Source: an optimization exercise on an open RTL-to-GDS flow (aim: small area, a short achievable clock period and few clock cycles per item). Production flows keep margins and buffers that such runs may drop. The RTL was checked by simulation tests, not by an equivalence proof against the original design. Power and IR drop assume default switching activity.

Setup of oak:
## multiplier
module multiplier(
  output [63:0] prod,
  output busy,
  input [31:0] mc,
  input [31:0] mp,
  input clk,
  input rst,
  input start);
For scale: about 130 I/O pins.
==> flow/config.mk <==
export PLATFORM = sky130hd
export DESIGN_NAME = multiplier
export DESIGN_NICKNAME = multiplier
export VERILOG_FILES = /design/flow/design.v
export SDC_FILE = /design/flow/constraint.sdc
export NUM_CORES = 4
export LEC_CHECK = 0
export CAP_MARGIN = 20
export CORE_MARGIN = 2
export CORE_UTILIZATION = 55
export CTS_BUF_LIST = sky130_fd_sc_hd__clkbuf_8
export SETUP_SLACK_MARGIN = 0.1
export SLEW_MARGIN = 20
export SYNTH_HIERARCHICAL = 1
export SYNTH_MINIMUM_KEEP_SIZE = 0
export TNS_END_PERCENT = 10
==> flow/constraint.sdc <==
create_clock -name core_clock -period 4.0 [get_ports {clk}]
set_input_delay 0.8000 -clock core_clock [delete_from_list [all_inputs] [get_ports {clk}]]
set_output_delay 0.8000 -clock core_clock [all_outputs]
set_load 0.01 [all_outputs]
standard.sh (not shown) runs the stock make flow with config.mk's settings and CLKGATE_MAP_FILE= SYNTH_SCRIPT=/design/flow/synth_recipe.tcl, a recipe that flattens the netlist after the stock synthesis.
==> flow/flow/run.sh <==
#!/bin/bash
# Layout flow: the standard flow (standard synthesis and ORFS steps), except
# that the port buffers inserted before global placement are buf_2 cells
# instead of the delay-cell buffers ORFS picks by default. Every input and
# output port still gets its own buffer.
set -euo pipefail
export BUFFER_PORTS_ARGS="-buffer_cell sky130_fd_sc_hd__buf_2"
bash standard.sh finish > standard_flow.log 2>&1
Testbench counts of oak, summed over its fixed seeds: cycles 9,600, items 3,200.
Relative to oak, the following input files were edited for pine:
- changing CORE_UTILIZATION from 55 to 50
- removing TNS_END_PERCENT (formerly 10)
- removing CTS_BUF_LIST (formerly sky130_fd_sc_hd__clkbuf_8)
- changing SETUP_SLACK_MARGIN from 0.1 to 0.05
==> comparison <==
Every stage of the flow completed for pine, and the final layout passed the timing, design-rule and antenna checks.
oak and pine ended up with roughly the same sequential cell area.
Cell area after layout, pine and oak, lower one = oak.
pine vs oak: via count down slightly
Routed wire length (pine over oak): decrease, about 2.6%
Compared to oak, pine shows a wider setup margin.
For birch, these inputs were changed with respect to pine:
- swapping 0.05 for 0.1 in SETUP_SLACK_MARGIN
- swapping 50 for 55 in CORE_UTILIZATION
Findings:
- Detailed route wirelength on metal3 (birch vs. pine) decreases by a few percent
- Diff birch and pine: met2 routed wirelength higher in pine
- Relative to pine, the utilization after layout of birch is higher by 5.8 points.
- Cmp birch and pine / part of the power in the clock network / higher: pine
- Going from pine to birch, the largest net degree at the start of global routing was found to have gone down by 43%.
- Compared with pine, birch shows a higher starting utilization of the core area.
- birch vs. pine: leakage dissipation about even; full die area went down by 3000 um^2.
For maple, these inputs were changed with respect to birch:
- SETUP_SLACK_MARGIN changed from 0.1 to 0.05
- CORE_UTILIZATION changed from 55 to 40
- Of birch and maple, the higher overall global routing resource usage belongs to birch.
- From maple to birch, count of final max-slew check failures did not move at all.
- Minimum setup slack in the final design deteriorates in maple relative to birch.
- Relative to birch, number of cells in the finished layout apart from fillers has increased by 6.2% in maple.
- Compared with birch, maple shows a lower routed length on met3.
- Comparing birch and maple, worst slack on hold paths is higher on maple.
Inputs modified between maple and cedar:
- CORE_UTILIZATION changed from 40 to 55
[summary]
- Power share of the clock group in cedar is 0.3 points below maple.
- Wire length improves in cedar relative to maple.
- Against maple, placed cell area in cedar fell slightly.
- A path type of the worst setup path of flip-flop to flip-flop is what cedar shows, while flip-flop to primary output belongs to maple.
- Between cedar and maple, the power in sequential cells figures differ only marginally.


Setup of job 4722:
multiplier again, from the RTL that the note above started with.
==> flow/config.mk <==
export PLATFORM = sky130hd
export DESIGN_NAME = multiplier
export DESIGN_NICKNAME = multiplier
export VERILOG_FILES = /design/flow/design.v
export SDC_FILE = /design/flow/constraint.sdc
export NUM_CORES = 4
export LEC_CHECK = 0
export CAP_MARGIN = 20
export CORE_MARGIN = 2
export CORE_UTILIZATION = 55
export SETUP_SLACK_MARGIN = 0.15
export SLEW_MARGIN = 20
export SYNTH_HIERARCHICAL = 1
export SYNTH_MINIMUM_KEEP_SIZE = 0
==> flow/constraint.sdc <==
create_clock -name core_clock -period 4.0 [get_ports {clk}]
set_input_delay 0.8000 -clock core_clock [delete_from_list [all_inputs] [get_ports {clk}]]
set_output_delay 0.8000 -clock core_clock [all_outputs]
set_load 0.01 [all_outputs]
Scripts as last shown in full above: flow/flow/run.sh
Testbench counts of job 4722, summed over its fixed seeds: cycles 9,600, items 3,200.
Inputs modified between job 4722 and job 4667:
Settings: CORE_UTILIZATION now 50, was 55; SETUP_SLACK_MARGIN now 0.1, was 0.15.
Measured against each other, job 4722 and job 4667 differ in non-clock buffer count, the lower figure coming from job 4667. Between job 4722 and job 4667, the relative area of non-clock buffer cells in the final design figures differ only marginally. Going from job 4722 to job 4667, total core area grew by a little under 10%. | final critical-path setup slack | job 4667 vs job 4722 | 0.052 ns lower |. On global routing met3 resource utilization, the higher figure sits with job 4667, not job 4722.
### job 4667 -> job 7084
Settings: CORE_UTILIZATION now 55, was 50; CTS_BUF_LIST now sky130_fd_sc_hd__clkbuf_8, previously not set.
Findings:
Summary of job 7084 over job 4667: final routed wirelength across all metal layers went down, detail-routed net length per standard cell decreased 1.1%. Part of the total power dissipated in sequential elements: lower on job 4667. Combinational power of job 7084 is on par with job 4667. Final period utilization sits lower in job 7084 than in job 4667. Changes observed in job 7084 relative to job 4667: overall die area down about 9%, maximum clock frequency ~0 delta.
For job 8333, these inputs were changed with respect to job 7084:
Settings: CTS_BUF_LIST removed (was sky130_fd_sc_hd__clkbuf_8); CORE_UTILIZATION changed from 55 to 60.
Notes after the runs:
The higher core occupancy in the finished layout of job 8333 and job 7084 is in job 8333. In job 8333 relative to job 7084, maximum number of pins on one net before global-route repair had gone down by a few percent. Aggregate routed wire length: job 8333 worse than job 7084. On register-to-register slack, job 7084 beats job 8333. [diff] via count, job 8333 relative to job 7084: regression. The higher maximum clock skew at final layout of job 8333 and job 7084 is in job 7084. Looking only at finished layout cell area, and setting everything else aside, the higher value of job 8333 and job 7084 goes to job 8333.


rev 12:
multiplier again, from the RTL that the note above started with.
Settings: LEC_CHECK=0, CAP_MARGIN=20, CORE_MARGIN=2, CORE_UTILIZATION=40, SETUP_SLACK_MARGIN=0.1, SLEW_MARGIN=20, SYNTH_HIERARCHICAL=1, SYNTH_MINIMUM_KEEP_SIZE=0; clock period 4.0 ns.
Scripts as last shown in full above: flow/flow/run.sh
Rev 12 was carried through to the last stage, and its layout satisfied the timing, design-rule and antenna checks.
Testbench counts of rev 12, summed over its fixed seeds: cycles 9,600, items 3,200.
### rev 12 -> rev 13
# rev 12
export LEC_CHECK = 0
export CAP_MARGIN = 20
export CORE_MARGIN = 2
export CORE_UTILIZATION = 40
export SETUP_SLACK_MARGIN = 0.1
export SLEW_MARGIN = 20
export SYNTH_HIERARCHICAL = 1
export SYNTH_MINIMUM_KEEP_SIZE = 0
create_clock -name core_clock -period 4.0 [get_ports {clk}]
# rev 13
export LEC_CHECK = 0
export CAP_MARGIN = 20
export CORE_MARGIN = 2
export CORE_UTILIZATION = 55
export CTS_BUF_LIST = sky130_fd_sc_hd__clkbuf_8
export SETUP_SLACK_MARGIN = 0.1
export SLEW_MARGIN = 20
export SYNTH_HIERARCHICAL = 1
export SYNTH_MINIMUM_KEEP_SIZE = 0
export TNS_END_PERCENT = 40
create_clock -name core_clock -period 4.0 [get_ports {clk}]
==> comparison <==
Rev 13 ends up with a design internal power that is 0.00050 W lower than in rev 12. Cmp rev 13 vs rev 12: design area lower in rev 13. Looking only at share of post-route cells with drive strength above 1, and setting everything else aside, the higher value of rev 13 and rev 12 goes to rev 12. [compare] base=rev 12 new=rev 13: number of cells in the design after placement lost 143; relative contribution of the clock network to total power lost 2.4 points; clock network power consumption lost about 26%; combinational cell power neither gained nor lost much; total number of clock tree sinks neither gained nor lost much. A capturing element of the worst setup path of S[0] is what rev 13 shows, while S[8] belongs to rev 12.

re-timing with driven ports:
No port has a modelled driver above. Below, the same layouts with a new extraction and two added sets of constraints.
Step 1, drivers: a clkbuf_16 drives clk and a buf_2 each remaining input, both assumed.
Step 2 times the ports against the registers' clock, not the clock port: input delays grow and output delays shrink by t, the midpoint of the rising clock arrivals with the driver on.
Three values: no drivers, after step 1, after step 2; two values: the first two.
run | t, ns | slack for setup (ns) | clock arrival spread, ns | worst register clock-pin slew, ns
oak | 0.556 | 0.070 / 0.070 / -0.328 | 0.019 / 0.018 | 0.12 / 0.12
pine | 0.511 | 0.142 / 0.091 / -0.248 | 0.017 / 0.018 | 0.08 / 0.08
birch | 0.495 | 0.148 / 0.148 / -0.236 | 0.016 / 0.016 | 0.08 / 0.08
maple | 0.526 | 0.070 / 0.018 / -0.305 | 0.018 / 0.019 | 0.08 / 0.08
cedar | 0.502 | 0.122 / 0.122 / -0.216 | 0.018 / 0.017 | 0.08 / 0.08
job 4722 | 0.488 | 0.202 / 0.174 / -0.215 | 0.015 / 0.014 | 0.08 / 0.08
job 4667 | 0.510 | 0.150 / 0.142 / -0.229 | 0.010 / 0.010 | 0.07 / 0.07
job 7084 | 0.532 | 0.158 / 0.158 / -0.259 | 0.023 / 0.023 | 0.11 / 0.11
job 8333 | 0.492 | 0.122 / 0.122 / -0.333 | 0.019 / 0.018 | 0.09 / 0.09
rev 12 | 0.513 | 0.111 / 0.058 / -0.291 | 0.015 / 0.016 | 0.08 / 0.08
rev 13 | 0.532 | 0.161 / 0.130 / -0.220 | 0.027 / 0.027 | 0.12 / 0.12
With both steps, setup timing fails in every run listed, where it was met with ideal ports. The setup slack of job 8333, which loses most, moves by 0.000 ns with the drivers and by -0.455 ns with both steps.
